From an optimization exercise on the open Yosys and OpenROAD flow, aimed at small area; shortcuts taken in it are not production practice.
Function was checked by simulation only, so behaviour that the tests miss may differ from the original.
Power is estimated from default activity; no workload was simulated.

===== design/flow/run.sh =====
#!/bin/bash
# synth_recipe.tcl (not shown) runs the flow's synth.tcl, then flattens the netlist and writes it again
# the make line also repeats each setting of config.mk as NAME=value (left out here)
make -C /OpenROAD-flow-scripts/flow DESIGN_CONFIG=/design/flow/config.mk WORK_HOME=/design/flow/orfs CLKGATE_MAP_FILE= SYNTH_SCRIPT=/design/flow/synth_recipe.tcl finish

===== design/flow/config.mk =====
export PLATFORM = sky130hd
export DESIGN_NAME = sd_frame_reader_top
export DESIGN_NICKNAME = sd_frame_reader_top
export VERILOG_FILES = /design/flow/design.v
export SDC_FILE = /design/flow/constraint.sdc
export NUM_CORES = 4
export LEC_CHECK = 0
export ABC_AREA = 1
export CAP_MARGIN = 20
export CORE_MARGIN = 2
export CORE_UTILIZATION = 40
export SLEW_MARGIN = 20

===== design/flow/constraint.sdc =====
create_clock -name core_clock -period 10.0 [get_ports {clk}]
set_input_delay 2.0000 -clock core_clock [delete_from_list [all_inputs] [get_ports {clk}]]
set_output_delay 2.0000 -clock core_clock [all_outputs]
set_load 0.01 [all_outputs]

===== design/flow/design.v =====
`timescale 1ns / 1ps
module sd_frame_reader_top
(
  input  wire        clk,
  input  wire        rst,
  output wire        sd_sck,
  output wire        sd_mosi,
  input  wire        sd_miso,
  output wire        sd_cs_n,
  output wire [31:0] waddr,
  output reg  [7:0]  wdata,
  output wire        we,
  output wire        frame_done,
  output wire        init_ready,
  output wire        init_is_sdhc,
  output wire        any_error
);
  localparam [4:0]
    S_RST      = 5'd0,
    S_DUMMY    = 5'd1,
    S_CMD0_S   = 5'd2,
    S_CMD0_R   = 5'd3,
    S_CMD8_S   = 5'd4,
    S_CMD8_R   = 5'd5,
    S_CMD8_RD  = 5'd6,
    S_LOOP     = 5'd7,
    S_CMD55_S  = 5'd8,
    S_CMD55_R  = 5'd9,
    S_ACMD41_S = 5'd10,
    S_ACMD41_R = 5'd11,
    S_CMD58_S  = 5'd12,
    S_CMD58_R  = 5'd13,
    S_CMD58_RD = 5'd14,
    S_CMD16_S  = 5'd15,
    S_CMD16_R  = 5'd16,
    S_DONE     = 5'd17,
    S_RCMD_S   = 5'd18,
    S_RCMD_R   = 5'd19,
    S_WTOK     = 5'd20,
    S_STRF     = 5'd21,
    S_STREAM   = 5'd22,
    S_DROP     = 5'd23,
    S_BLK      = 5'd24,
    S_NEXT     = 5'd25,
    S_STOP_S   = 5'd26,
    S_STOP_R   = 5'd27,
    S_FIN1     = 5'd28,
    S_FIN2     = 5'd29,
    S_FIN      = 5'd30,
    S_ERR      = 5'd31;
  reg [4:0]  state;
  reg [16:0] R;
  wire [3:0] idx = R[11:8];
  reg        start, busy, done, sck;
  reg [2:0]  bitc;
  reg [7:0]  rx;
  reg        cs_n, ready, sdhc, ccs;
  reg [18:0] addr;
  wire idle = !busy && !start && !done;
  wire st_send = (state == S_CMD0_S) | (state == S_CMD8_S) | (state == S_CMD55_S) |
                 (state == S_ACMD41_S) | (state == S_CMD58_S) | (state == S_CMD16_S) |
                 (state == S_RCMD_S) | (state == S_STOP_S);
  wire st_long  = (state == S_CMD0_R) | (state == S_CMD8_R) | (state == S_ACMD41_R);
  wire st_short = (state == S_CMD55_R) | (state == S_CMD58_R) | (state == S_CMD16_R);
  wire st_wait  = (state == S_RCMD_R) | (state == S_WTOK) | (state == S_STOP_R);
  wire st_poll  = st_long | st_short | st_wait;
  wire st_read  = (state == S_CMD8_RD) | (state == S_CMD58_RD);
  wire lim = st_long  ? &R[15:8] :
             st_short ? &R[14:8] :
             (R[16] & R[13] & R[12] & R[11] & R[7]);    
  wire rx_ff = &rx;
  wire rx_00 = ~|rx;
  wire rx_01 = (rx == 8'h01);
  wire dv = idle  && ((state == S_STREAM) || (state == S_DROP && idx[0] == 1'b0));
  assign we = start && ((state == S_STREAM) || (state == S_DROP && idx[0] == 1'b0));
  reg [7:0] tx;
  always @* begin
    case (state)
      S_CMD0_S:   case (idx[2:0]) 3'd1: tx = 8'h40; 3'd6: tx = 8'h95; default: tx = 8'h00; endcase
      S_CMD8_S:   case (idx[2:0]) 3'd1: tx = 8'h48; 3'd4: tx = 8'h01; 3'd5: tx = 8'hAA; 3'd6: tx = 8'h87; default: tx = 8'h00; endcase
      S_CMD55_S:  case (idx[2:0]) 3'd1: tx = 8'h77; 3'd6: tx = 8'h65; default: tx = 8'h00; endcase
      S_ACMD41_S: case (idx[2:0]) 3'd1: tx = 8'h69; 3'd2: tx = 8'h40; 3'd6: tx = 8'h77; default: tx = 8'h00; endcase
      S_CMD58_S:  case (idx[2:0]) 3'd1: tx = 8'h7A; 3'd6: tx = 8'hFD; default: tx = 8'h00; endcase
      S_CMD16_S:  case (idx[2:0]) 3'd1: tx = 8'h50; 3'd4: tx = 8'h02; 3'd6: tx = 8'h15; default: tx = 8'h00; endcase
      S_RCMD_S:   case (idx[2:0]) 3'd1: tx = 8'h52; 3'd3: tx = sdhc ? 8'h00 : 8'h10; 3'd4: tx = sdhc ? 8'h08 : 8'h00; 3'd6: tx = 8'hFF; default: tx = 8'h00; endcase
      S_STOP_S:   case (idx[2:0]) 3'd1: tx = 8'h4C; 3'd6: tx = 8'hFD; default: tx = 8'h00; endcase
      default:    tx = 8'hFF;
    endcase
  end
  assign sd_sck       = sck;
  assign sd_mosi      = busy ? tx[bitc] : 1'b1;
  assign sd_cs_n      = cs_n;
  assign waddr        = {13'd0, addr};
  assign init_ready   = ready;
  assign init_is_sdhc = sdhc;
  assign any_error    = (state == S_ERR);
  assign frame_done   = (state == S_FIN2);
  wire tc = ready ? R[1] : (&R[7:3] & R[1]);
  always @(posedge clk) begin
    if (start) bitc <= 3'd7;
    else if (busy && tc && sck) bitc <= bitc - 3'd1;
    if (busy && tc && !sck) rx <= {rx[6:0], sd_miso};
    if (state == S_CMD58_RD && done && idx[2:0] == 3'd0) ccs <= rx[6];
  end
  always @(posedge clk) begin
    if (rst) begin
      busy <= 1'b0;
      done <= 1'b0;
      sck  <= 1'b0;
    end else begin
      done <= 1'b0;
      if (start) busy <= 1'b1;
      if (busy && tc) begin
        sck <= ~sck;
        if (sck && bitc == 3'd0) begin busy <= 1'b0; done <= 1'b1; end
      end
    end
  end
  reg [4:0] nstate;
  reg       issue, iinc, iclr, pclr, gox;
  always @* begin
    nstate = state;
    gox    = 1'b0;
    issue  = 1'b0;
    iinc   = 1'b0;
    iclr   = 1'b0;
    pclr   = 1'b0;
    if (st_send) begin
      if (idle) begin
        if (!(idx[2] & idx[1])) begin issue = 1'b1; iinc = 1'b1; end
        else begin
          iclr = 1'b1;
          case (state)
            S_CMD0_S:   begin gox = 1'b1; nstate = S_CMD0_R; end
            S_CMD8_S:   begin gox = 1'b1; nstate = S_CMD8_R; end
            S_CMD55_S:  begin gox = 1'b1; nstate = S_CMD55_R; end
            S_ACMD41_S: begin gox = 1'b1; nstate = S_ACMD41_R; end
            S_CMD58_S:  begin gox = 1'b1; nstate = S_CMD58_R; end
            S_CMD16_S:  begin gox = 1'b1; nstate = S_CMD16_R; end
            S_RCMD_S:   begin gox = 1'b1; nstate = S_RCMD_R; end
            default:    begin gox = 1'b1; nstate = S_STOP_R; end
          endcase
        end
      end
    end
    if (st_long | st_short) begin
      if (lim) begin gox = 1'b1; nstate = S_ERR; end
      else begin
        issue = idle;
        if (done) begin
          case (state)
            S_CMD0_R:
              if (rx_01) begin gox = 1'b1; nstate = S_CMD8_S; end
              else if (!rx_ff) begin gox = 1'b1; nstate = S_ERR; end
            S_CMD8_R:
              if (rx_01 || rx == 8'h05) begin gox = 1'b1; nstate = S_CMD8_RD; end
              else if (!rx_ff) begin gox = 1'b1; nstate = S_ERR; end
            S_ACMD41_R:
              if (rx_00) begin gox = 1'b1; nstate = S_CMD58_S; end
              else if (!rx_ff) begin gox = 1'b1; nstate = S_LOOP; end
            S_CMD55_R:
              if (!rx_ff) begin gox = 1'b1; nstate = S_ACMD41_S; end
            S_CMD58_R:
              if (rx_00) begin gox = 1'b1; nstate = S_CMD58_RD; end
              else if (!rx_ff) begin gox = 1'b1; nstate = S_ERR; end
            default:
              if (rx_00) begin gox = 1'b1; nstate = S_DONE; end
              else if (!rx_ff) begin gox = 1'b1; nstate = S_ERR; end
          endcase
        end
      end
    end
    if (st_wait) begin
      if (lim) begin gox = 1'b1; nstate = S_ERR; end
      else issue = idle;
      if (done) begin
        case (state)
          S_RCMD_R:
            if (rx_00) begin begin gox = 1'b1; nstate = S_WTOK; end pclr = 1'b1; end
            else if (!rx_ff) begin gox = 1'b1; nstate = S_ERR; end
          S_WTOK:
            if (rx == 8'hFE) begin gox = 1'b1; nstate = S_STRF; end
          default:
            if (!rx_ff) begin gox = 1'b1; nstate = S_FIN1; end
        endcase
      end
    end
    if (st_read) begin
      if (!idx[2]) begin issue = idle; iinc = done; end
      else begin
        iclr = 1'b1;
        if (state == S_CMD8_RD) begin gox = 1'b1; nstate = S_LOOP; end
        else begin gox = 1'b1; nstate = ccs ? S_DONE : S_CMD16_S; end
      end
    end
    case (state)
      S_RST: begin gox = 1'b1; nstate = S_DUMMY; end
      S_DUMMY: begin
        if (!(idx[3] & idx[1])) begin issue = idle; iinc = done; end
        else begin iclr = 1'b1; begin gox = 1'b1; nstate = S_CMD0_S; end end
      end
      S_LOOP: begin gox = 1'b1; nstate = S_CMD55_S; end
      S_DONE: begin
        iinc = 1'b1;
        if (idx[1] & idx[0]) begin iclr = 1'b1; begin gox = 1'b1; nstate = S_RCMD_S; end end
      end
      S_STRF: begin
        issue = idle;
        if (done) begin gox = 1'b1; nstate = S_STREAM; end
      end
      S_STREAM: begin
        issue = idle;
        if (done && (&addr[8:0])) begin gox = 1'b1; nstate = S_DROP; end
      end
      S_DROP: begin
        issue = idle; iinc = done;
        if (done && idx[0]) begin iclr = 1'b1; begin gox = 1'b1; nstate = S_BLK; end end
      end
      S_BLK:  begin gox = 1'b1; nstate = (addr[18] & addr[15] & addr[13] & addr[12]) ? S_STOP_S : S_NEXT; end
      S_NEXT: begin gox = 1'b1; nstate = S_WTOK; end
      S_FIN1: begin gox = 1'b1; nstate = S_FIN2; end
      S_FIN2: begin gox = 1'b1; nstate = S_FIN; end
      default: ;
    endcase
  end
  wire        go    = gox | pclr;
  wire        pstep = issue & st_poll;
  wire        c0    = busy & !tc;
  wire        c2    = ready & pstep;
  wire        c8    = (!ready & pstep) | iinc;
  wire [1:0]  s0    = R[1:0] + {1'b0, c0};
  wire        k2    = (c0 & R[1] & R[0]) | c2;
  wire [5:0]  s2    = R[7:2] + {5'd0, k2};
  wire        k8    = (k2 & (&R[7:2])) | c8;
  wire [8:0]  s8    = R[16:8] + {8'd0, k8};
  wire        dclr  = start | (busy & tc);
  always @(posedge clk) begin
    if (rst || go) R <= 17'd0;
    else if (dclr) R <= {s8, ready ? s2 : 6'd0, 2'd0};
    else R <= {s8, s2, s0};
  end
  always @(posedge clk) begin
    if (rst) begin
      state      <= S_RST;
      start      <= 1'b0;
      cs_n       <= 1'b1;
      ready      <= 1'b0;
      sdhc       <= 1'b0;
      wdata      <= 8'd0;
      addr       <= 19'd0;
    end else begin
      state <= nstate;
      start <= issue;
      if (state == S_CMD0_S) cs_n <= 1'b0;
      if (state == S_DONE) cs_n <= idx[1] & idx[0] ? 1'b0 : 1'b1;
      if (state == S_ERR || nstate == S_FIN1) cs_n <= 1'b1;
      if (state == S_DONE) ready <= 1'b1;
      if (state == S_CMD58_RD && idx[2]) sdhc <= ccs;
      if (dv) begin
        wdata <= rx;
        addr  <= addr + 19'd1;
      end
    end
  end
endmodule

==> results.txt, run 1 <==
* Clk pin slew, worst setup/hold paths at 0.06 ns
* Maximum fanout along the worst path at 8
* First drt pass iteration count at 5
* DRT antenna net count at 0
* Avg Cell Area, Syn at 6.23 um2
* Antenna violations before repair at 0
* Final hold vios at 0
* Maxcap violations at 0
* Standby leakage power at 2.37 nW
* Post-CTS Hold Buffers at 0
* Area grow syn2layout at 15.4%
* Power per Cell Area at 160 mW/mm2
* Core Rows at 39
* Setup ws final at 4.96 ns
* Hold_sp: cs_n$_SDFFE_PP1P_
* Slowest library cell on the worst path: clkdlybuf4s50_1
* RR Startpoint: state[4]$_SDFF_PP0_
* CP Class: register to output pin
* Max-slew headroom at 47.5%
* Unrepaired setup endpoints after global routing: no
* Starting density of the core at 40.8%
* Die extent in y at 111 um
* Root Buffer: clkbuf_16
* CTS tree: done
* # IOs at 51
* Setup_tns at 0 ns
* Fin crit period at 5.04 ns
* Arrival @ worst endpoint at 3.04 ns
* Hold crit path type: register to register
* CP delay by family, top: simple AND/OR/NAND/NOR gates
* Largest net degree at the start of global routing at 24
* IO buf count at 37
* Synth Cell Area at 0.00462 mm2
* FF-to-FF path depth at 18
* Ant diodes at 0
* Hpwl dp at 10900 um
* CP endpoint kind: output pin
* Worst Clk Skew at 0.00668 ns
* Via count at 4833
* Slowest cell delay on critical path at 0.52 ns
* CTS HTree Levels at 3
* Worst hold path stage count at 2
* First-pass GRT wire length at 22600 um
* CP dominant cell by count: nor2_1
* Sinks on Clock Net at 68
* Post-CTS resize count at 0
* CP Launch Type: register
* Core area at 0.0113 mm2
* DP Worst Slack at 5.37 ns
* Inserted Clock Buffers at 9
* Routed wire length at 13800 um
* Yosys warns at 1
* Synth cell types at 46
* Total grt overflow at 0
* RD Place Congestion at 0.945
* Final period util at 50.4%
* Clk latency of the worst-skew pair at 0.34 ns
* Die W at 111 um
* Sequential fraction of the synthesis area at 31.4%
* Worst path bufs/invs at 2
* Drc violations at 0
* Seq cells post-synth at 68
* Final number of max-transition violations at 0
* Postcts setup bufs at 0
* Slew at the pin closest to its max-slew limit at 0.784 ns
* Status: no timing/DRC/antenna violations
* Hold Path End: cs_n$_SDFFE_PP1P_
* WL/cell at 14.9 um
* GR Util All Layers at 22.5%
* Nets at 788
* Cell count after synthesis at 742
* DIE AREA at 0.0124 mm2
* Crit path required time at 8.00 ns
* Finish-stage setup viols at 0
* Fmax achieved at 198 MHz
* First DRT Iteration DRCs at 465
* CTS max path bufs at 2
* FF-to-FF End: R[16]$_SDFF_PP0_
* Worst vdd ir at 116 uV
* Vias in the first global route at 4590
* R2r setup slk at 6.41 ns
* DR vias/cell at 5.23
* Critical path, cell by cell: nor2_1 > nand2_1 > nor2_1 > inv_1 > nor2_1 > nor2_1 > nand2_1 > nor2_1 > o311ai_0 > o21ai_0 > nand2_1 > clkdlybuf4s50_1
* Layout cells sized above 1 at 4.74%
==> power by group <==
group          total, W  switching (W)  internal [W]
clock network  0.000301       0.000119      0.000182
logic          0.000248       0.000179     0.0000691
registers      0.000307      0.0000179      0.000289
total          0.000856       0.000316      0.000540
==> stage by stage <==
stage          util [%]  std cells  hold slack (ns)  instance area, um2  total power (W)
2_1_floorplan         -        754            0.457                4660         0.000493
3_3_place_gp       44.6        908            0.469                5050         0.000554
3_5_place_dp       44.6        908            0.469                5050         0.000554
4_1_cts            47.1        924            0.494                5330         0.000856
5_1_grt            47.1        924            0.526                5330         0.000911
6_report           47.1        924            0.491                5330         0.000856
==> cells by family after synthesis <==
kind of cell | synth area share (%)
buffers and inverters | 12.4
other | 0.0812
adder cells (fa/ha/maj) | 2.44
XOR/XNOR | 1.33
flip-flops | 31.4
AO/OA/AOI/OAI | 14.5
AND/OR/NAND/NOR | 37.9
==> worst max path at each step <==
stage | start | to | slack (ns) | cells past startpoint
final | state[3]$_SDFF_PP0_ | sd_mosi | 4.96 | 12
after global routing | R[8]$_SDFF_PP0_ | sd_mosi | 4.68 | 13
after CTS | state[3]$_SDFF_PP0_ | sd_mosi | 4.99 | 12
after detailed placement | state[3]$_SDFF_PP0_ | sd_mosi | 5.37 | 12
after global placement | R[8]$_SDFF_PP0_ | sd_mosi | 5.32 | 13
after floorplan | state[4]$_SDFF_PP0_ | sd_mosi | 6.05 | 14
==> Yosys cell counts, drive strengths merged <==
cell       n  area share (%)
a2111oi    1            0.19
a211oi     4            0.65
a21oi     45             5.0
a311oi     1            0.19
a31oi      6            0.81
buf       18             2.8
clkbuf     8            0.65
clkinv     1           0.081
conb       1           0.081
dfxtp     59              26
edfxtp     9             5.9
ha         9             2.4
inv      108             8.8
nand2    171              14
nand3     53             6.1
nand3b     1            0.16
nand4     13             1.9
nor2     136              12
nor3      23             2.7
nor3b      5            0.81
nor4       2            0.27
o2111ai    3            0.57
o211ai     3            0.49
o21a       3            0.49
o21ai     42             4.6
o21bai     1            0.16
o22ai      2            0.27
o2bb2ai    1            0.19
o311a      1            0.22
o311ai     1            0.19
o31ai      3            0.49
or2        1            0.14
xnor2      3            0.57
xor2       4            0.76
==> state kept, by name, summed over array words and instances (netlist names) <==
name	cells
R	17
addr	19
bitc	3
busy	1
ccs	1
cs_n	1
done	1
ready	1
rx	8
sck	1
sdhc	1
start	1
state	5
wdata	8
==> cell usage in the layout (no fill, tap or decap), types with 12 or more instances in the layout <==
| master | Yosys | layout |
|---|---|---|
| a21oi_1 | 44 | 44 |
| clkdlybuf4s50_1 | 0 | 37 |
| conb_1 | 1 | 13 |
| dfxtp_1 | 59 | 59 |
| inv_1 | 102 | 102 |
| nand2_1 | 169 | 169 |
| nand3_1 | 50 | 50 |
| nand4_1 | 12 | 12 |
| nor2_1 | 128 | 128 |
| nor3_1 | 22 | 22 |
| o21ai_0 | 39 | 39 |
==> layer usage <==
metal | vias to the layer above | global-route usage, % | routed length [um]
li1 | 2446 | - | -
met3 | 29 | 4.52 | 852
met4 | 0 | 9.63 | 414
met5 | - | 0 | 0
met2 | 195 | 34.6 | 5980
met1 | 2163 | 30.9 | 6560
==> cell type report <==
class / count / area (um2)
sequential: 68 / 1450
fill: 1220 / 5990
multi-input combinational: 551 / 2640
inverter: 109 / 409
clock inverter: 3 / 20.0
timing repair buffer: 37 / 370
tap: 143 / 179
clock buffer: 13 / 260
==> worst min-delay path: cells and delay by family (launching register included) <==
family / cells / cell delay [ns]
AO/OA/AOI/OAI: 1 / 0.08
flip-flops: 1 / 0.33
AND/OR/NAND/NOR: 1 / 0.05
==> run 2: changes to the inputs <==
==> design/flow/flow/run.sh (new file) <==
#!/bin/bash
# Own layout flow: the standard synthesis, then an area re-mapping of the
# combinational logic (registers untouched), then the standard layout.
set -euo pipefail
W=$(pwd)
R=$W/orfs/results/$FLOW_PLATFORM/sd_frame_reader_top/base
YOSYS=$FLOW_HOME/../tools/install/yosys/bin/yosys
[[ -x $YOSYS ]] || YOSYS=yosys

bash standard.sh synth > $W/log_synth.txt 2>&1
cp $R/1_2_yosys.v $W/std_synth.v

export REMAP_LIB=$FLOW_HOME/platforms/$FLOW_PLATFORM/lib/sky130_fd_sc_hd__tt_025C_1v80.lib
export REMAP_TOP=$FLOW_TOP
export REMAP_IN=$W/std_synth.v
export REMAP_OUT=$W/remap.v
export REMAP_ABC_TIME=60
export REMAP_DONT_USE="$(cat $W/flow/dont_use.txt)"
$YOSYS -c $W/flow/remap.tcl > $W/log_remap.txt 2>&1

cp $W/remap.v $R/1_2_yosys.v
rm -f $R/1_synth.odb $R/1_synth.sdc
bash standard.sh > $W/log_layout.txt 2>&1
==> design/flow/flow/dont_use.txt (new file) <==
sky130_fd_sc_hd__probe_p_8 sky130_fd_sc_hd__probec_p_8 sky130_fd_sc_hd__lpflow_bleeder_1 sky130_fd_sc_hd__lpflow_clkbufkapwr_1 sky130_fd_sc_hd__lpflow_clkbufkapwr_16 sky130_fd_sc_hd__lpflow_clkbufkapwr_2 sky130_fd_sc_hd__lpflow_clkbufkapwr_4 sky130_fd_sc_hd__lpflow_clkbufkapwr_8 sky130_fd_sc_hd__lpflow_clkinvkapwr_1 sky130_fd_sc_hd__lpflow_clkinvkapwr_16 sky130_fd_sc_hd__lpflow_clkinvkapwr_2 sky130_fd_sc_hd__lpflow_clkinvkapwr_4 sky130_fd_sc_hd__lpflow_clkinvkapwr_8 sky130_fd_sc_hd__lpflow_decapkapwr_12 sky130_fd_sc_hd__lpflow_decapkapwr_3 sky130_fd_sc_hd__lpflow_decapkapwr_4 sky130_fd_sc_hd__lpflow_decapkapwr_6 sky130_fd_sc_hd__lpflow_decapkapwr_8 sky130_fd_sc_hd__lpflow_inputiso0n_1 sky130_fd_sc_hd__lpflow_inputiso0p_1 sky130_fd_sc_hd__lpflow_inputiso1n_1 sky130_fd_sc_hd__lpflow_inputiso1p_1 sky130_fd_sc_hd__lpflow_inputisolatch_1 sky130_fd_sc_hd__lpflow_isobufsrc_1 sky130_fd_sc_hd__lpflow_isobufsrc_16 sky130_fd_sc_hd__lpflow_isobufsrc_2 sky130_fd_sc_hd__lpflow_isobufsrc_4 sky130_fd_sc_hd__lpflow_isobufsrc_8 sky130_fd_sc_hd__lpflow_isobufsrckapwr_16 sky130_fd_sc_hd__lpflow_lsbuf_lh_hl_isowell_tap_1 sky130_fd_sc_hd__lpflow_lsbuf_lh_hl_isowell_tap_2 sky130_fd_sc_hd__lpflow_lsbuf_lh_hl_isowell_tap_4 sky130_fd_sc_hd__lpflow_lsbuf_lh_isowell_4 sky130_fd_sc_hd__lpflow_lsbuf_lh_isowell_tap_1 sky130_fd_sc_hd__lpflow_lsbuf_lh_isowell_tap_2 sky130_fd_sc_hd__lpflow_lsbuf_lh_isowell_tap_4
==> design/flow/flow/remap.tcl (new file) <==
# Area re-mapping of the standard synthesis netlist's combinational logic.
# Every register instance keeps its name and cell type; only the logic
# between registers and ports is re-synthesised (ABC, area oriented).
yosys -import
set lib      $::env(REMAP_LIB)
set top      $::env(REMAP_TOP)
set abc_time $::env(REMAP_ABC_TIME)
set du {}
foreach c $::env(REMAP_DONT_USE) { lappend du -dont_use $c }

read_liberty -ignore_miss_func $lib
read_verilog $::env(REMAP_IN)
hierarchy -top $top
# sequential cells stay instances
setattr -mod -set keep_hierarchy 1 sky130_fd_sc_hd__*df* sky130_fd_sc_hd__*dl*
flatten
opt_clean -purge
select -module $top
tee -o $::env(REMAP_OUT).pre_stat.txt stat
abc -liberty $lib {*}$du -script "+strash;&get,-n;&deepsyn,-T,$abc_time;&put;dch,-f;amap;topo"
opt_clean -purge
splitnets
opt_clean -purge
hilomap -singleton -hicell sky130_fd_sc_hd__conb_1 HI -locell sky130_fd_sc_hd__conb_1 LO
insbuf -buf sky130_fd_sc_hd__buf_4 A X
opt_clean -purge
select -clear
select $top
write_verilog -noattr -nohex -nodec -selected $::env(REMAP_OUT)
==> design/flow/standard.sh (new file) <==
#!/bin/bash
# synth_recipe.tcl (not shown) runs the flow's synth.tcl, then flattens the netlist and writes it again
# the make line also repeats each setting of config.mk as NAME=value (left out here)
make -C /OpenROAD-flow-scripts/flow DESIGN_CONFIG=/design/flow/config.mk WORK_HOME=/design/flow/orfs CLKGATE_MAP_FILE= SYNTH_SCRIPT=/design/flow/synth_recipe.tcl "${@:-finish}"
removed: design/flow/run.sh
==> run 2 against run 1 <==
Effect of this change:
- still clean
- routed wire length decreased by 33%
- die area fell by 23%
- non-clock buffer count increased by 1
- synthesized area fell by 24%
- cell count fell by 35%
- via count fell by 32%
- combinational power is 52% lower
- sequential cell count did not move
- sequential power decreased by 2%
- final area decreased by 25%
- sequential share of layout area rose by 9.3 points
- hold slack got worse by 0.039 ns
- critical endpoint unchanged
- largest power group unchanged
==> results.txt, run 2 <==
* Largest net degree at the start of global routing at 34 (was 24)
* IO buf count at 37 (unchanged)
* Biggest register: addr (unchanged)
* Clk latency of the worst-skew pair at 0.35 ns (was 0.34 ns)
* CTS tree: done (unchanged)
* Inserted Clock Buffers at 9 (unchanged)
* Setup_tns at 0 ns (unchanged)
* Hold_ws at 0.452 ns (was 0.491 ns)
* Standby leakage power at 1.28 nW (was 2.37 nW)
* Net switching power at 0.000203 W (was 0.000316 W)
* Drc violations at 0 (unchanged)
* Final number of max-transition violations at 0 (unchanged)
* Die W at 97.6 um (was 111 um)
* Die extent in y at 97.6 um (was 111 um)
* Status: no timing/DRC/antenna violations (unchanged)
* Via count at 3304 (was 4833)
* Worst Clk Skew at 0.00900 ns (was 0.00668 ns)
* Routed wire length at 9180 um (was 13800 um)
* Ant diodes at 0 (unchanged)
* Slew at the pin closest to its max-slew limit at 0.816 ns (was 0.784 ns)
* # IOs at 51 (unchanged)
* DR vias/cell at 5.50 (was 5.23)
* Avg Cell Area, Syn at 7.50 um2 (was 6.23 um2)
* Final hold vios at 0 (unchanged)
* Biggest regs: addr: 19 flops, R: 17 flops (unchanged)
* Max-slew headroom at 44.8% (was 47.5%)
* GR Util All Layers at 19.8% (was 22.5%)
* DRT antenna net count at 0 (unchanged)
* First-pass GRT wire length at 15200 um (was 22600 um)
* Sinks on Clock Net at 68 (unchanged)
* Yosys warns at 1 (unchanged)
* Root Buffer: clkbuf_8 (was clkbuf_16)
* First drt pass iteration count at 6 (was 5)
* Layout cells sized above 1 at 3.04% (was 4.74%)
* Most frequent cells in the layout: nor2_1, dfxtp_1, nor3_1, clkinv_1, clkdlybuf4s50_1 (was nand2_1, nor2_1, inv_1, dfxtp_1, nand3_1)
* Unrepaired setup endpoints after global routing: no (unchanged)
* CTS HTree Levels at 3 (unchanged)
* Cell Int Power at 0.000459 W (was 0.000540 W)
* Dpl cells at 585 (was 908)
* WL/cell at 15.3 um (was 14.9 um)
* Total grt overflow at 0 (unchanged)
* Clock power frac at 36.4% (was 35.2%)
* CTS max path bufs at 2 (unchanged)
* Cell count after synthesis at 467 (was 742)
* Synth Cell Area at 0.00350 mm2 (was 0.00462 mm2)
* CP endpoint kind: output pin (unchanged)
* CP Launch Type: register (unchanged)
* Postcts setup bufs at 0 (unchanged)
* Worst vdd ir at 69.0 uV (was 116 uV)
* Fillers at 893 (was 1220)
* Fin crit period at 5.71 ns (was 5.04 ns)
* Maximum fanout along the worst path at 12 (was 8)
* Antenna violations before repair at 0 (unchanged)
* Vias in the first global route at 3074 (was 4590)
* R2r setup slk at 5.20 ns (was 6.41 ns)
* Crit path required time at 8.00 ns (about the same)
* Arrival @ worst endpoint at 3.71 ns (was 3.04 ns)
* Maxcap violations at 0 (unchanged)
* Final period util at 57.1% (was 50.4%)
* Most common cell after layout, fill and taps aside: nor2_1 (was nand2_1)
* Starting density of the core at 40.8% (about the same)
* Finished Layout Cells at 601 (was 924)
* First DRT Iteration DRCs at 310 (was 465)
* Seq pwr share at 45.5% (was 35.9%)
* Fmax achieved at 175 MHz (was 198 MHz)
* RD Place Congestion at 0.983 (was 0.945)
* Finish-stage setup viols at 0 (unchanged)
* Post-CTS Hold Buffers at 0 (unchanged)
* Area grow syn2layout at 13.4% (was 15.4%)
* CP Class: register to output pin (unchanged)
* Core Rows at 34 (was 39)
* DIE AREA at 0.00953 mm2 (was 0.0124 mm2)
* Post-CTS resize count at 0 (unchanged)
* Combinational Power Share at 18.1% (was 29.0%)
* Hold crit path type: register to register (unchanged)
* Nets at 491 (was 788)
* Power per Cell Area at 166 mW/mm2 (was 160 mW/mm2)
* Max FFs per register at 19 (unchanged)
* Hpwl dp at 6840 um (was 10900 um)
* Core area at 0.00859 mm2 (was 0.0113 mm2)
* Switch share at 30.6% (was 36.9%)
* Clk pin slew, worst setup/hold paths at 0.07 ns (was 0.06 ns)
==> run 2: power groups by stage <==
stage	Combinational (W)	Sequential (W)	Clock [W]
after floorplan	0.0000870	0.000302	0
after global placement	0.000119	0.000307	0
after detailed placement	0.000117	0.000307	0
after CTS	0.000118	0.000300	0.000247
after global routing	0.000134	0.000302	0.000259
final	0.000120	0.000301	0.000241
==> run 2: worst paths after layout <==
path,from,end,cells past startpoint
max,state[3]$_SDFF_PP0_,sd_mosi,12
max reg2reg,state[2]$_SDFF_PP0_,addr[18]$_SDFFE_PP0P_,21
min,wdata[4]$_SDFFE_PP0P_,wdata[4]$_SDFFE_PP0P_,2
min reg2reg,wdata[4]$_SDFFE_PP0P_,wdata[4]$_SDFFE_PP0P_,2
==> run 2: through the flow <==
step / utilization (%) / worst slack, ns / total power [W] / area (um2)
after floorplan: - / 5.68 / 0.000389 / 3550
after global placement: 43.8 / 4.96 / 0.000426 / 3760
after detailed placement: 43.8 / 4.82 / 0.000424 / 3760
after CTS: 46.3 / 4.36 / 0.000665 / 3980
after global routing: 46.3 / 4.06 / 0.000695 / 3980
final: 46.3 / 4.29 / 0.000662 / 3980
==> run 2: per-layer routing <==
layer	track usage, %	routed length, um	vias up	part of all wire (%)
li1	-	-	1619	-
met1	26.1	4160	1502	45
met2	30.2	4030	157	44
met3	5.18	692	26	7.5
met4	9.51	298	0	3.2
met5	0	0	-	0
==> run 2: critical path: stages (launching register included) <==
cell and delay (ns):
dfxtp_1 0.60, clkinv_1 0.41, nand2_1 0.26, nor3_1 0.10
a221o_1 0.35, o21ai_0 0.15, nor2_1 0.09, a221oi_1 0.26
a31oi_1 0.09, o21ai_0 0.16, a31oi_1 0.09, or3_1 0.30
clkdlybuf4s50_1 0.49
==> run 2: area by class of cell <==
cell class	instances	area, um2	share of cell area [%]
Clock inverter	3	42.5	1.07
Tap cell	108	135	3.40
Clock buffer	13	170	4.28
Inverter	52	195	4.91
Sequential cell	68	1450	36.5
Timing Repair Buffer	38	378	9.51
Multi-Input combinational cell	319	1600	40.3
==> run 3: changes to the inputs <==
==> design/flow/design.v (replaced) <==
`timescale 1ns / 1ps
module sd_frame_reader_top
(
  input  wire        clk,
  input  wire        rst,
  output wire        sd_sck,
  output wire        sd_mosi,
  input  wire        sd_miso,
  output wire        sd_cs_n,
  output wire [31:0] waddr,
  output reg  [7:0]  wdata,
  output wire        we,
  output wire        frame_done,
  output wire        init_ready,
  output wire        init_is_sdhc,
  output wire        any_error
);
  localparam [4:0]
    S_RST      = 5'd0,
    S_DUMMY    = 5'd1,
    S_CMD0_S   = 5'd2,
    S_CMD0_R   = 5'd3,
    S_CMD8_S   = 5'd4,
    S_CMD8_R   = 5'd5,
    S_CMD8_RD  = 5'd6,
    S_LOOP     = 5'd7,
    S_CMD55_S  = 5'd8,
    S_CMD55_R  = 5'd9,
    S_ACMD41_S = 5'd10,
    S_ACMD41_R = 5'd11,
    S_CMD58_S  = 5'd12,
    S_CMD58_R  = 5'd13,
    S_CMD58_RD = 5'd14,
    S_CMD16_S  = 5'd15,
    S_CMD16_R  = 5'd16,
    S_ERR_I    = 5'd17,
    S_DONE     = 5'd18,
    S_RCMD_S   = 5'd19,
    S_RCMD_R   = 5'd20,
    S_WTOK     = 5'd21,
    S_STRF     = 5'd22,
    S_STREAM   = 5'd23,
    S_DROP     = 5'd24,
    S_BLK      = 5'd25,
    S_NEXT     = 5'd26,
    S_STOP_S   = 5'd27,
    S_STOP_R   = 5'd28,
    S_FIN      = 5'd29,
    S_ERR_R    = 5'd30;
  reg [4:0]  state;
  reg [16:0] R;
  wire [3:0] idx = R[11:8];
  reg [1:0]  ph;
  reg        sck;
  reg [2:0]  bitc;
  reg [7:0]  rx;
  reg        sdhc;
  reg [18:0] addr;
  wire idle  = (ph == 2'd0);
  wire start = (ph == 2'd1);
  wire busy  = (ph == 2'd2);
  wire done  = (ph == 2'd3);
  wire rd    = (state > S_DONE);           
  wire st_send  = (state == S_CMD0_S) | (state == S_CMD8_S) | (state == S_CMD55_S) |
                  (state == S_ACMD41_S) | (state == S_CMD58_S) | (state == S_CMD16_S) |
                  (state == S_RCMD_S) | (state == S_STOP_S);
  wire st_long  = (state == S_CMD0_R) | (state == S_CMD8_R) | (state == S_ACMD41_R);
  wire st_short = (state == S_CMD55_R) | (state == S_CMD58_R) | (state == S_CMD16_R);
  wire st_wait  = (state == S_RCMD_R) | (state == S_WTOK) | (state == S_STOP_R);
  wire st_poll  = st_long | st_short | st_wait;
  wire st_read  = (state == S_CMD8_RD) | (state == S_CMD58_RD);
  wire st_err   = (state == S_ERR_I) | (state == S_ERR_R);
  wire lim = st_long  ? &R[15:8] :
             st_short ? &R[14:8] :
             (R[16] & R[13] & R[12] & R[11] & R[7]);    
  wire rx_ff = &rx;
  wire rx_00 = ~|rx;
  wire rx_01 = (rx == 8'h01);
  wire wr_st = (state == S_STREAM) || (state == S_DROP && idx[0] == 1'b0);
  wire dv = idle && wr_st;
  assign we = start && wr_st;
  reg [7:0] tx;
  always @* begin
    case (state)
      S_CMD0_S:   case (idx[2:0]) 3'd1: tx = 8'h40; 3'd6: tx = 8'h95; default: tx = 8'h00; endcase
      S_CMD8_S:   case (idx[2:0]) 3'd1: tx = 8'h48; 3'd4: tx = 8'h01; 3'd5: tx = 8'hAA; 3'd6: tx = 8'h87; default: tx = 8'h00; endcase
      S_CMD55_S:  case (idx[2:0]) 3'd1: tx = 8'h77; 3'd6: tx = 8'h65; default: tx = 8'h00; endcase
      S_ACMD41_S: case (idx[2:0]) 3'd1: tx = 8'h69; 3'd2: tx = 8'h40; 3'd6: tx = 8'h77; default: tx = 8'h00; endcase
      S_CMD58_S:  case (idx[2:0]) 3'd1: tx = 8'h7A; 3'd6: tx = 8'hFD; default: tx = 8'h00; endcase
      S_CMD16_S:  case (idx[2:0]) 3'd1: tx = 8'h50; 3'd4: tx = 8'h02; 3'd6: tx = 8'h15; default: tx = 8'h00; endcase
      S_RCMD_S:   case (idx[2:0]) 3'd1: tx = 8'h52; 3'd3: tx = sdhc ? 8'h00 : 8'h10; 3'd4: tx = sdhc ? 8'h08 : 8'h00; 3'd6: tx = 8'hFF; default: tx = 8'h00; endcase
      S_STOP_S:   case (idx[2:0]) 3'd1: tx = 8'h4C; 3'd6: tx = 8'hFD; default: tx = 8'h00; endcase
      default:    tx = 8'hFF;
    endcase
  end
  assign sd_sck       = sck;
  assign sd_mosi      = busy ? tx[bitc] : 1'b1;
  assign sd_cs_n      = (state == S_RST) | (state == S_DUMMY) |
                        ((state == S_CMD0_S) & (idx[2:0] == 3'd0)) |
                        ((state == S_DONE) & (idx[1:0] != 2'd0)) |
                        (state == S_FIN) | (st_err & idx[0]);
  assign waddr        = {13'd0, addr};
  assign init_ready   = rd | ((state == S_DONE) & (idx[1:0] != 2'd0));
  assign init_is_sdhc = sdhc;
  assign any_error    = st_err;
  assign frame_done   = (state == S_FIN) & (idx[1:0] == 2'd1);
  wire tc  = rd ? R[1] : (&R[7:3] & R[1]);
  wire fin = busy && tc && sck && bitc == 3'd0;
  always @(posedge clk) begin
    if (start) bitc <= 3'd7;
    else if (busy && tc && sck) bitc <= bitc - 3'd1;
    if (busy && tc && !sck) rx <= {rx[6:0], sd_miso};
  end
  reg [4:0] nstate;
  reg       issue, iinc, go;
  always @* begin
    nstate = state;
    go     = 1'b0;
    issue  = 1'b0;
    iinc   = 1'b0;
    if (st_send) begin
      if (idle) begin
        if (!(idx[2] & idx[1])) begin issue = 1'b1; iinc = 1'b1; end
        else begin
          go = 1'b1;
          case (state)
            S_CMD0_S:   nstate = S_CMD0_R;
            S_CMD8_S:   nstate = S_CMD8_R;
            S_CMD55_S:  nstate = S_CMD55_R;
            S_ACMD41_S: nstate = S_ACMD41_R;
            S_CMD58_S:  nstate = S_CMD58_R;
            S_CMD16_S:  nstate = S_CMD16_R;
            S_RCMD_S:   nstate = S_RCMD_R;
            default:    nstate = S_STOP_R;
          endcase
        end
      end
    end
    if (st_long | st_short) begin
      if (lim) begin go = 1'b1; nstate = S_ERR_I; end
      else begin
        issue = idle;
        if (done) begin
          case (state)
            S_CMD0_R:
              if (rx_01) begin go = 1'b1; nstate = S_CMD8_S; end
              else if (!rx_ff) begin go = 1'b1; nstate = S_ERR_I; end
            S_CMD8_R:
              if (rx_01 || rx == 8'h05) begin go = 1'b1; nstate = S_CMD8_RD; end
              else if (!rx_ff) begin go = 1'b1; nstate = S_ERR_I; end
            S_ACMD41_R:
              if (rx_00) begin go = 1'b1; nstate = S_CMD58_S; end
              else if (!rx_ff) begin go = 1'b1; nstate = S_LOOP; end
            S_CMD55_R:
              if (!rx_ff) begin go = 1'b1; nstate = S_ACMD41_S; end
            S_CMD58_R:
              if (rx_00) begin go = 1'b1; nstate = S_CMD58_RD; end
              else if (!rx_ff) begin go = 1'b1; nstate = S_ERR_I; end
            default:
              if (rx_00) begin go = 1'b1; nstate = S_DONE; end
              else if (!rx_ff) begin go = 1'b1; nstate = S_ERR_I; end
          endcase
        end
      end
    end
    if (st_wait) begin
      if (lim) begin go = 1'b1; nstate = S_ERR_R; end
      else issue = idle;
      if (done) begin
        case (state)
          S_RCMD_R:
            if (rx_00) begin go = 1'b1; nstate = S_WTOK; end
            else if (!rx_ff) begin go = 1'b1; nstate = S_ERR_R; end
          S_WTOK:
            if (rx == 8'hFE) begin go = 1'b1; nstate = S_STRF; end
          default:
            if (!rx_ff) begin go = 1'b1; nstate = S_FIN; end
        endcase
      end
    end
    if (st_read) begin
      if (!idx[2]) begin issue = idle; iinc = done; end
      else begin
        go = 1'b1;
        if (state == S_CMD8_RD) nstate = S_LOOP;
        else nstate = R[12] ? S_DONE : S_CMD16_S;
      end
    end
    if (st_err) iinc = !idx[0];
    case (state)
      S_RST: begin go = 1'b1; nstate = S_DUMMY; end
      S_DUMMY: begin
        if (!(idx[3] & idx[1])) begin issue = idle; iinc = done; end
        else begin go = 1'b1; nstate = S_CMD0_S; end
      end
      S_LOOP: begin go = 1'b1; nstate = S_CMD55_S; end
      S_DONE: begin
        iinc = 1'b1;
        if (idx[1] & idx[0]) begin go = 1'b1; nstate = S_RCMD_S; end
      end
      S_STRF: begin
        issue = idle;
        if (done) begin go = 1'b1; nstate = S_STREAM; end
      end
      S_STREAM: begin
        issue = idle;
        if (done && (&addr[8:0])) begin go = 1'b1; nstate = S_DROP; end
      end
      S_DROP: begin
        issue = idle; iinc = done;
        if (done && idx[0]) begin go = 1'b1; nstate = S_BLK; end
      end
      S_BLK:  begin go = 1'b1; nstate = (addr[18] & addr[15] & addr[13] & addr[12]) ? S_STOP_S : S_NEXT; end
      S_NEXT: begin go = 1'b1; nstate = S_WTOK; end
      S_FIN:  iinc = !idx[1];
      default: ;
    endcase
  end
  wire        pstep = issue & st_poll;
  wire        c0    = busy & !tc;
  wire        c2    = rd & pstep;
  wire        c8    = (!rd & pstep) | iinc;
  wire [1:0]  s0    = R[1:0] + {1'b0, c0};
  wire        k2    = (c0 & R[1] & R[0]) | c2;
  wire [5:0]  s2    = R[7:2] + {5'd0, k2};
  wire        k8    = (k2 & (&R[7:2])) | c8;
  wire [8:0]  s8    = R[16:8] + {8'd0, k8};
  wire        dclr  = start | (busy & tc);
  wire        ccs_ld = (state == S_CMD58_RD) & done & (idx[2:0] == 3'd0);
  always @(posedge clk) begin
    if (go) R <= 17'd0;
    else begin
      if (dclr) R <= {s8, rd ? s2 : 6'd0, 2'd0};
      else      R <= {s8, s2, s0};
      if (ccs_ld) R[12] <= rx[6];
    end
  end
  always @(posedge clk) begin
    if (rst) begin
      state <= S_RST;
      ph    <= 2'd0;
      sck   <= 1'b0;
      sdhc  <= 1'b0;
      wdata <= 8'd0;
      addr  <= 19'd0;
    end else begin
      state <= nstate;
      case (ph)
        2'd0:    ph <= issue ? 2'd1 : 2'd0;
        2'd1:    ph <= 2'd2;
        2'd2:    ph <= fin ? 2'd3 : 2'd2;
        default: ph <= 2'd0;
      endcase
      if (busy && tc) sck <= ~sck;
      if (state == S_CMD58_RD && idx[2]) sdhc <= R[12];
      if (dv) begin
        wdata <= rx;
        addr  <= addr + 19'd1;
      end
    end
  end
endmodule
--- a/design/flow/flow/run.sh
+++ b/design/flow/flow/run.sh
@@ -6,6 +6,9 @@
 R=$W/orfs/results/$FLOW_PLATFORM/sd_frame_reader_top/base
 YOSYS=$FLOW_HOME/../tools/install/yosys/bin/yosys
 [[ -x $YOSYS ]] || YOSYS=yosys
+
+export BUFFER_PORTS_ARGS="-buffer_cell sky130_fd_sc_hd__buf_1"
+export CTS_ARGS="-sink_clustering_enable -repair_clock_nets -dont_use_dummy_load -buf_list sky130_fd_sc_hd__clkbuf_8"
 
 bash standard.sh synth > $W/log_synth.txt 2>&1
 cp $R/1_2_yosys.v $W/std_synth.v
--- a/design/flow/config.mk
+++ b/design/flow/config.mk
@@ -8,5 +8,6 @@
 export ABC_AREA = 1
 export CAP_MARGIN = 20
 export CORE_MARGIN = 2
-export CORE_UTILIZATION = 40
+export CORE_UTILIZATION = 60
+export PLACE_DENSITY = 0.7
 export SLEW_MARGIN = 20
==> run 3 against run 2 <==
Effect of this change:
- still clean on timing, DRC and antenna
- cell count decreased by 8.0%
- global-route usage increased by 10 points
- largest cell class unchanged
- final area decreased by 10%
- synthesized cell count decreased by 1.3%
- sequential cell count decreased by 4
- combinational power decreased by 77%
- highest routed layer unchanged
==> results.txt, run 3 <==
* Most frequent cells in the layout: nor2_1, dfxtp_1, clkinv_1, nor3_1, buf_1 (was nor2_1, dfxtp_1, nor3_1, clkinv_1, clkdlybuf4s50_1)
* Largest net degree at the start of global routing at 29 (was 34)
* Total grt overflow at 0 (unchanged)
* Max FFs per register at 19 (unchanged)
* Biggest register: addr (unchanged)
* Arrival @ worst endpoint at 2.88 ns (was 3.71 ns)
* Fmax achieved at 205 MHz (was 175 MHz)
* First-pass GRT wire length at 14500 um (was 15200 um)
* Finished Layout Cells at 553 (was 601)
* Antenna violations before repair at 0 (unchanged)
* FF-to-FF path depth at 15 (was 21)
* Max-slew headroom at 44.7% (was 44.8%)
* Clk pin slew, worst setup/hold paths at 0.05 ns (was 0.07 ns)
* CTS max path bufs at 2 (unchanged)
* Fin crit period at 4.88 ns (was 5.71 ns)
* Clock power frac at 36.2% (was 36.4%)
* GR Util All Layers at 29.8% (was 19.8%)
* Switch share at 24.3% (was 30.6%)
* Setup_tns at 0 ns (unchanged)
* First drt pass iteration count at 10 (was 6)
* Status: no timing/DRC/antenna violations (unchanged)
* Worst vdd ir at 96.4 uV (was 69.0 uV)
* DRT antenna net count at 0 (unchanged)
* Core Rows at 27 (was 34)
* Avg Cell Area, Syn at 7.52 um2 (was 7.50 um2)
* Worst setup path endpoint: sd_mosi (unchanged)
* Inserted Clock Buffers at 9 (unchanged)
* Dpl cells at 544 (was 585)
* First DRT Iteration DRCs at 401 (was 310)
* Slew at the pin closest to its max-slew limit at 0.826 ns (was 0.816 ns)
* Biggest regs: addr: 19 flops, R: 17 flops (unchanged)
* DR vias/cell at 6.09 (was 5.50)
* Vias in the first global route at 2970 (was 3074)
* Finish-stage setup viols at 0 (unchanged)
* Postcts setup bufs at 0 (unchanged)
* Pwr Total at 0.000461 W (was 0.000662 W)
* Net switching power at 0.000112 W (was 0.000203 W)
* Cell count after synthesis at 461 (was 467)
* Worst Clk Skew at 0.0138 ns (was 0.00900 ns)
* Routed wire length at 9190 um (was 9180 um)
* CTS tree: done (unchanged)
* Maximum fanout along the worst path at 14 (was 12)
* Area grow syn2layout at 3.25% (was 13.4%)
* CP Class: register to output pin (unchanged)
* Root Buffer: clkbuf_8 (unchanged)
* Most common cell after layout, fill and taps aside: nor2_1 (unchanged)
* Via count at 3370 (was 3304)
* Cell Int Power at 0.000349 W (was 0.000459 W)
* IO buf count at 37 (unchanged)
* Yosys warns at 1 (unchanged)
* FF-to-FF End: addr[18]$_SDFFE_PP0P_ (unchanged)
* Unrepaired setup endpoints after global routing: no (unchanged)
* # IOs at 51 (unchanged)
* Final hold vios at 0 (unchanged)
* Nets at 486 (was 491)
* Die extent in y at 80 um (was 97.6 um)
* Seq pwr share at 57.8% (was 45.5%)
* Power per Cell Area at 129 mW/mm2 (was 166 mW/mm2)
* Layout cells sized above 1 at 2.29% (was 3.04%)
* Post-CTS resize count at 0 (unchanged)
* Hpwl dp at 6880 um (was 6840 um)
* Crit path required time at 8.00 ns (about the same)
* DIE AREA at 0.00640 mm2 (was 0.00953 mm2)
* CP endpoint kind: output pin (unchanged)
* Combinational Power Share at 6.0% (was 18.1%)
* RR Startpoint: state[2]$_SDFF_PP0_ (unchanged)
* Starting density of the core at 62.6% (was 40.8%)
* Ant diodes at 0 (unchanged)
* Sinks on Clock Net at 64 (was 68)
* Maxcap violations at 0 (unchanged)
* Clk latency of the worst-skew pair at 0.34 ns (was 0.35 ns)
* Drc violations at 0 (unchanged)
* Final period util at 48.8% (was 57.1%)
* R2r setup slk at 5.70 ns (was 5.20 ns)
* RD Place Congestion at 1.00 (was 0.983)
* CP startpoint: state[2]$_SDFF_PP0_ (was state[3]$_SDFF_PP0_)
* Standby leakage power at 1.16 nW (was 1.28 nW)
* Core area at 0.00554 mm2 (was 0.00859 mm2)
* Hold crit path type: register to register (unchanged)
* Synth Cell Area at 0.00347 mm2 (was 0.00350 mm2)
* Post-CTS Hold Buffers at 0 (unchanged)
* Die W at 80 um (was 97.6 um)
* CTS HTree Levels at 3 (unchanged)
* WL/cell at 16.6 um (was 15.3 um)
* CP Launch Type: register (unchanged)
* Final number of max-transition violations at 0 (unchanged)
-- run 3: area by class of cell --
type                       instances  area (um2)
inverter                          50         188
multi-input combinational        319        1660
timing repair buffer              39         154
clock buffer                       9         124
sequential                        64        1360
fill                             520        1960
tap                               72        90.1
-- run 3: worst max-delay path, stage by stage (launching register included) --
cell	delay, ns
dfxtp_1	0.49
clkinv_1	0.43
o21ai_0	0.37
a21oi_1	0.11
a2111oi_0	0.61
o22ai_1	0.16
nand3b_1	0.11
nand4b_1	0.11
buf_1	0.16
-- run 3: per-layer routing --
metal / up-vias / track usage [%] / routed length (um)
met5: - / 0 / 0
met4: 0 / 15.4 / 362
met3: 48 / 4.64 / 733
met2: 195 / 46.9 / 4120
met1: 1505 / 39.4 / 3970
li1: 1622 / - / -
-- run 3: how the worst min path moves through the flow --
stage                                 from               end  slack, ns  depth (start not counted)
after floorplan           R[16]$_SDFF_PP0_  R[16]$_SDFF_PP0_       0.44                          2
after global placement     R[6]$_SDFF_PP0_   R[6]$_SDFF_PP0_       0.46                          2
after detailed placement   R[6]$_SDFF_PP0_   R[6]$_SDFF_PP0_       0.46                          2
after CTS                  R[6]$_SDFF_PP0_   R[6]$_SDFF_PP0_       0.47                          2
after global routing       R[3]$_SDFF_PP0_   R[3]$_SDFF_PP0_       0.49                          2
final                      R[6]$_SDFF_PP0_   R[6]$_SDFF_PP0_       0.46                          2
-- run 3: per-stage QoR --
stage | hold slack, ns | instance area, um2 | setup slack (ns) | util (%)
floorplan | 0.441 | 3510 | 6.24 | -
global placement | 0.461 | 3450 | 5.66 | 62.4
detailed placement | 0.459 | 3450 | 5.65 | 62.4
CTS | 0.467 | 3580 | 5.28 | 64.6
global route | 0.490 | 3580 | 4.99 | 64.6
finish | 0.464 | 3580 | 5.12 | 64.6
-- run 3: power groups by stage --
stage               Sequential, W  Clock [W]  Combinational, W
CTS                      0.000266   0.000168         0.0000268
finish                   0.000267   0.000167         0.0000276
global placement         0.000272          0         0.0000267
global route             0.000267   0.000176         0.0000304
floorplan                0.000270          0         0.0000217
detailed placement       0.000272          0         0.0000265
==> run 4: changes to the inputs <==
--- a/design/flow/flow/run.sh
+++ b/design/flow/flow/run.sh
@@ -8,7 +8,7 @@
 [[ -x $YOSYS ]] || YOSYS=yosys
 
 export BUFFER_PORTS_ARGS="-buffer_cell sky130_fd_sc_hd__buf_1"
-export CTS_ARGS="-sink_clustering_enable -repair_clock_nets -dont_use_dummy_load -buf_list sky130_fd_sc_hd__clkbuf_8"
+export CTS_ARGS="-sink_clustering_enable -repair_clock_nets -dont_use_dummy_load -buf_list sky130_fd_sc_hd__clkbuf_16 -sink_clustering_size 64 -sink_clustering_max_diameter 300"
 
 bash standard.sh synth > $W/log_synth.txt 2>&1
 cp $R/1_2_yosys.v $W/std_synth.v
==> run 4 against run 3 <==
Effect of this change:
- largest cell class unchanged
- cell count stayed put
- combinational power hardly changed
- clock skew is 0.0032 ns lower
- worst setup slack better by 0.023 ns
- sequential cell count stayed put
- routed wire length is 0.53% higher
- critical path depth stayed put
- global-route usage is 0.12 points higher
==> results.txt, run 4 <==
* Status: no timing/DRC/antenna violations (unchanged)
* First drt pass iteration count at 7 (was 10)
* DIE AREA at 0.00640 mm2 (unchanged)
* CTS HTree Levels at 3 (unchanged)
* Max-slew headroom at 44.9% (was 44.7%)
* Core area at 0.00554 mm2 (unchanged)
* Avg Cell Area, Syn at 7.52 um2 (unchanged)
* M3 GR Usage at 4.75% (was 4.64%)
* Clk pin slew, worst setup/hold paths at 0.04 ns (was 0.05 ns)
* Layout cells sized above 1 at 2.29% (unchanged)
* Maxcap violations at 0 (unchanged)
* RD Place Congestion at 1.00 (unchanged)
* Post-CTS resize count at 0 (unchanged)
* CTS max path bufs at 2 (unchanged)
* Fmax achieved at 206 MHz (was 205 MHz)
* Slew at the pin closest to its max-slew limit at 0.823 ns (was 0.826 ns)
* Starting density of the core at 62.6% (unchanged)
* Core Rows at 27 (unchanged)
* Total grt overflow at 0 (unchanged)
* First DRT Iteration DRCs at 468 (was 401)
* CP Launch Type: register (unchanged)
* Root Buffer: clkbuf_16 (was clkbuf_8)
* Worst Clk Skew at 0.0106 ns (was 0.0138 ns)
* Largest net degree at the start of global routing at 29 (unchanged)
* Maximum fanout along the worst path at 10 (was 14)
* Most used routing layer in global routing: met2 (unchanged)
* CTS tree: done (unchanged)
* Met2 usage at 47.3% (was 46.9%)
* Unrepaired setup endpoints after global routing: no (unchanged)
* # IOs at 51 (unchanged)
* Antenna violations before repair at 0 (unchanged)
* Fin crit period at 4.86 ns (was 4.88 ns)
* Most frequent cells in the layout: nor2_1, dfxtp_1, clkinv_1, nor3_1, buf_1 (unchanged)
* Via count at 3351 (was 3370)
* Cell count after synthesis at 461 (unchanged)
* Vias in the first global route at 2982 (was 2970)
* Die extent in y at 80 um (unchanged)
* Grt met1 use at 39.4% (unchanged)
* Final hold vios at 0 (unchanged)
* Finish-stage setup viols at 0 (unchanged)
* Hpwl dp at 6880 um (unchanged)
* CP Class: register to output pin (unchanged)
* Hold_ws at 0.463 ns (was 0.464 ns)
* Power per Cell Area at 149 mW/mm2 (was 129 mW/mm2)
* WL/cell at 16.7 um (was 16.6 um)
* Hold crit path type: register to register (unchanged)
* Ant diodes at 0 (unchanged)
* Setup_tns at 0 ns (unchanged)
* Crit path required time at 8.00 ns (about the same)
* Arrival @ worst endpoint at 2.86 ns (was 2.88 ns)
* Inserted Clock Buffers at 9 (unchanged)
* Nets at 486 (unchanged)
* Post-CTS Hold Buffers at 0 (unchanged)
* First-pass GRT wire length at 14600 um (was 14500 um)
* IO buf count at 37 (unchanged)
* Yosys warns at 1 (unchanged)
* DRT antenna net count at 0 (unchanged)
* Biggest regs: addr: 19 flops, R: 17 flops (unchanged)
* Worst vdd ir at 122 uV (was 96.4 uV)
* GR Util All Layers at 29.9% (was 29.8%)
* Die W at 80 um (unchanged)
* Max FFs per register at 19 (unchanged)
* Final number of max-transition violations at 0 (unchanged)
* Most common cell after layout, fill and taps aside: nor2_1 (unchanged)
* Drc violations at 0 (unchanged)
* Synth Cell Area at 0.00347 mm2 (unchanged)
* Clk latency of the worst-skew pair at 0.32 ns (was 0.34 ns)
* Final period util at 48.6% (was 48.8%)
* Standby leakage power at 1.21 nW (was 1.16 nW)
* CP endpoint kind: output pin (unchanged)
* Sinks on Clock Net at 64 (unchanged)
* Area grow syn2layout at 6.17% (was 3.25%)
* DR vias/cell at 6.06 (was 6.09)
* Postcts setup bufs at 0 (unchanged)
* Biggest register: addr (unchanged)
* Routed wire length at 9240 um (was 9190 um)
[run 4: changes by cell type in the layout (fill, tap and decap cells not counted)]
cell / previous run / this run
clkbuf_16: 0 / 9
clkbuf_8: 9 / 0
[run 4: per-stage QoR]
stage               utilization [%]  cells  cell area (um2)  power, W  setup WS [ns]
finish                         66.4    553             3680  0.000548           5.14
global route                   66.4    553             3680  0.000561           5.02
CTS                            66.4    553             3680  0.000548           5.29
detailed placement             62.4    544             3450  0.000299           5.65
global placement               62.4    544             3450  0.000299           5.66
floorplan                         -    473             3510  0.000292           6.24
[run 4: per-layer routing]
layer,share of wire (%),wire [um]
met1,43,3960
met2,45,4130
met3,8.2,754
met4,4.4,403
met5,0,0
[run 4: critical path: stages (launching register included)]
cell and delay, ns:
dfxtp_1 0.53, clkinv_1 0.30, nor2_1 0.37, a21oi_1 0.17, a2111oi_0 0.62, o22ai_1 0.16
nand3b_1 0.11, nand4b_1 0.11, buf_1 0.16
[run 4: path summary, 6_finish.rpt]
kind         slack, ns               endpoint           startpoint  cells past startpoint
max               5.14                sd_mosi  state[3]$_SDFF_PP0_                      8
min               0.46        R[6]$_SDFF_PP0_      R[6]$_SDFF_PP0_                      2
max reg2reg       5.66  addr[18]$_SDFFE_PP0P_  state[2]$_SDFF_PP0_                     15
min reg2reg       0.46        R[6]$_SDFF_PP0_      R[6]$_SDFF_PP0_                      2
[run 4: power breakdown]
group	switching, W	total, W	leakage (nW)	internal, W
clock	0.0000957	0.000253	0.111	0.000157
sequential	0.00000526	0.000268	0.524	0.000262
combinational	0.0000202	0.0000275	0.573	0.00000727
[run 4: layout make-up]
cell class / instances / area [um2]
Fill cell: 501 / 1860
Inverter: 50 / 188
Tap cell: 72 / 90.1
Clock buffer: 9 / 225
Sequential cell: 64 / 1360
Timing Repair Buffer: 39 / 154
Multi-Input combinational cell: 319 / 1660
==> run 5: changes to the inputs <==
--- a/design/flow/flow/run.sh
+++ b/design/flow/flow/run.sh
@@ -8,7 +8,6 @@
 [[ -x $YOSYS ]] || YOSYS=yosys
 
 export BUFFER_PORTS_ARGS="-buffer_cell sky130_fd_sc_hd__buf_1"
-export CTS_ARGS="-sink_clustering_enable -repair_clock_nets -dont_use_dummy_load -buf_list sky130_fd_sc_hd__clkbuf_16 -sink_clustering_size 64 -sink_clustering_max_diameter 300"
 
 bash standard.sh synth > $W/log_synth.txt 2>&1
 cp $R/1_2_yosys.v $W/std_synth.v
--- a/design/flow/config.mk
+++ b/design/flow/config.mk
@@ -8,6 +8,5 @@
 export ABC_AREA = 1
 export CAP_MARGIN = 20
 export CORE_MARGIN = 2
-export CORE_UTILIZATION = 60
-export PLACE_DENSITY = 0.7
+export CORE_UTILIZATION = 40
 export SLEW_MARGIN = 20
==> run 5 against run 4 <==
Effect of this change:
- highest routed layer unchanged
- still clean on timing, DRC and antenna
- clock skew rose by 0.0052 ns
- synthesized area did not move
- core utilization fell by 22 points
==> results.txt, run 5 <==
* Status: no timing/DRC/antenna violations (unchanged)
* Layout cells sized above 1 at 3.69% (was 2.29%)
* Starting density of the core at 41.8% (was 62.6%)
* First-pass GRT wire length at 15100 um (was 14600 um)
* Pwr Total at 0.000504 W (was 0.000548 W)
* Inserted Clock Buffers at 9 (unchanged)
* Die W at 97.1 um (was 80 um)
* Max FFs per register at 19 (unchanged)
* Maximum fanout along the worst path at 14 (was 10)
* CP Launch Type: register (unchanged)
* Hold crit path type: register to register (unchanged)
* # IOs at 51 (unchanged)
* Max-slew headroom at 42.5% (was 44.9%)
* Routed wire length at 9490 um (was 9240 um)
* Worst path bufs/invs at 3 (was 2)
* First DRT Iteration DRCs at 211 (was 468)
* Hpwl dp at 7190 um (was 6880 um)
* Ant diodes at 0 (unchanged)
* Slowest cell delay on critical path at 0.51 ns (was 0.62 ns)
* RD Place Congestion at 0.925 (was 1.00)
* Post-CTS resize count at 0 (unchanged)
* Final period util at 48.4% (was 48.6%)
* Biggest regs: addr: 19 flops, R: 17 flops (unchanged)
* Drc violations at 0 (unchanged)
* Synth Cell Area at 0.00347 mm2 (unchanged)
* CTS max path bufs at 2 (unchanged)
* Slew at the pin closest to its max-slew limit at 0.859 ns (was 0.823 ns)
* DIE AREA at 0.00943 mm2 (was 0.00640 mm2)
* GR Util All Layers at 19.9% (was 29.9%)
* Most common cell after layout, fill and taps aside: nor2_1 (unchanged)
* CP endpoint kind: output pin (unchanged)
* Worst vdd ir at 62.2 uV (was 122 uV)
* Via count at 3316 (was 3351)
* CTS tree: done (unchanged)
* Core area at 0.00830 mm2 (was 0.00554 mm2)
* Yosys warns at 1 (unchanged)
* Final hold vios at 0 (unchanged)
* Final core occ at 44.3% (was 66.4%)
* Biggest register: addr (unchanged)
* Root Buffer: clkbuf_8 (was clkbuf_16)
* CTS HTree Levels at 3 (unchanged)
* Setup_tns at 0 ns (unchanged)
* Nets at 486 (unchanged)
* Sinks on Clock Net at 64 (unchanged)
* Core Rows at 33 (was 27)
* Cell count after synthesis at 461 (unchanged)
* Area grow syn2layout at 6.07% (was 6.17%)
* Clk latency of the worst-skew pair at 0.35 ns (was 0.32 ns)
* Arrival @ worst endpoint at 2.84 ns (was 2.86 ns)
* First drt pass iteration count at 5 (was 7)
* Fmax achieved at 207 MHz (was 206 MHz)
* Most frequent cells in the layout: nor2_1, dfxtp_1, clkinv_1, nor3_1, buf_1 (unchanged)
* WL/cell at 16.0 um (was 16.7 um)
* Slowest library cell on the worst path: dfxtp_1 (was a2111oi_0)
* Final number of max-transition violations at 0 (unchanged)
* CP Class: register to output pin (unchanged)
* Postcts setup bufs at 0 (unchanged)
* Fin crit period at 4.84 ns (was 4.86 ns)
* Worst Clk Skew at 0.0158 ns (was 0.0106 ns)
* Post-CTS Hold Buffers at 0 (unchanged)
* DR vias/cell at 5.59 (was 6.06)
* Total grt overflow at 0 (unchanged)
* Unrepaired setup endpoints after global routing: no (unchanged)
* Vias in the first global route at 2961 (was 2982)
* Crit path required time at 8.00 ns (about the same)
* Antenna violations before repair at 0 (unchanged)
* Clk pin slew, worst setup/hold paths at 0.09 ns (was 0.04 ns)
* Standby leakage power at 1.19 nW (was 1.21 nW)
* Maxcap violations at 0 (unchanged)
* IO buf count at 37 (unchanged)
* Avg Cell Area, Syn at 7.52 um2 (unchanged)
* Die extent in y at 97.1 um (was 80 um)
* DRT antenna net count at 0 (unchanged)
* Power per Cell Area at 137 mW/mm2 (was 149 mW/mm2)
* CP delay by family, top: buffers and inverters (was compound AO/OA/AOI/OAI gates)
* Largest net degree at the start of global routing at 29 (unchanged)
* Finish-stage setup viols at 0 (unchanged)
* Critical path, cell by cell: clkinv_1 > nor2_1 > clkinv_1 > o21ai_0 > nor2_1 > a221oi_1 > nand4b_1 > buf_1 (was clkinv_1 > nor2_1 > a21oi_1 > a2111oi_0 > o22ai_1 > nand3b_1 > nand4b_1 > buf_1)
-- run 5: routing by layer --
layer	share of wire [%]	track usage, %	vias to the layer above
met2	46	31.7	110
li1	-	-	1633
met3	6.3	4.10	17
met5	0	0	-
met4	1.8	6.18	0
met1	46	27.3	1556
-- run 5: through the flow --
stage / setup WS, ns / area, um2 / hold WS (ns) / instances
after floorplan: 6.24 / 3510 / 0.441 / 473
after global placement: 5.69 / 3500 / 0.460 / 577
after detailed placement: 5.62 / 3500 / 0.463 / 577
after CTS: 5.22 / 3680 / 0.476 / 593
after global routing: 4.91 / 3680 / 0.494 / 593
final: 5.16 / 3680 / 0.473 / 593
-- run 5: area by class of cell --
cell class	count	area (um2)
clock buffer	9	124
clock inverter	7	56.3
fill	859	4620
inverter	50	188
multi-input combinational	319	1660
sequential	64	1360
tap	105	131
timing repair buffer	39	154
-- run 5: path summary, 6_finish.rpt --
check	start	endpoint	slack [ns]	depth (start not counted)
worst min-delay path	R[3]$_SDFF_PP0_	R[3]$_SDFF_PP0_	0.47	2
worst max register to register	state[2]$_SDFF_PP0_	addr[18]$_SDFFE_PP0P_	5.70	15
worst max-delay path	state[2]$_SDFF_PP0_	sd_mosi	5.16	8
worst min register to register	R[3]$_SDFF_PP0_	R[3]$_SDFF_PP0_	0.47	2
-- run 5: worst register-to-register path, delay by kind of cell (launching register included) --
family | cells | cell delay [ns]
buffers and inverters | 2 | 0.62
AND/OR/NAND/NOR | 11 | 2.75
flip-flops | 1 | 0.51
AO/OA/AOI/OAI | 2 | 0.34
-- run 5: power breakdown --
group | leakage (nW) | total [W] | internal (W) | switching [W]
sequential | 0.524 | 0.000266 | 0.000261 | 0.00000480
combinational | 0.573 | 0.0000271 | 0.00000727 | 0.0000199
clock | 0.0902 | 0.000211 | 0.0000925 | 0.000119
total | 1.19 | 0.000504 | 0.000361 | 0.000143

## static timing again, ports no longer ideal
The flow's constraints put no driver on any port. The routed layouts listed below were extracted and timed again, unchanged, in two steps.
Step 1 assumes that a clkbuf_16 drives the clock port and a buf_2 every other input.
Step 2 moves the port delays by t, midway between the first and last clock arrival at a register: inputs arrive t later, outputs are due t later. That takes back most of the time a late clock gives input paths.
a / b / c = ideal / step 1 / step 2; a / b = the first two.
run | shift t [ns] | setup slack, ns | worst slew at a driven data input, ns
run 1 | 0.367 | 4.959 / 4.924 / 5.291 | 0.03
run 2 | 0.376 | 4.287 / 4.257 / 4.632 | 0.03
run 3 | 0.363 | 5.118 / 5.086 / 5.449 | 0.03
run 4 | 0.353 | 5.141 / 5.106 / 5.459 | 0.03
run 5 | 0.379 | 5.163 / 5.128 / 5.507 | 0.03
After both steps every run listed still meets setup and hold.
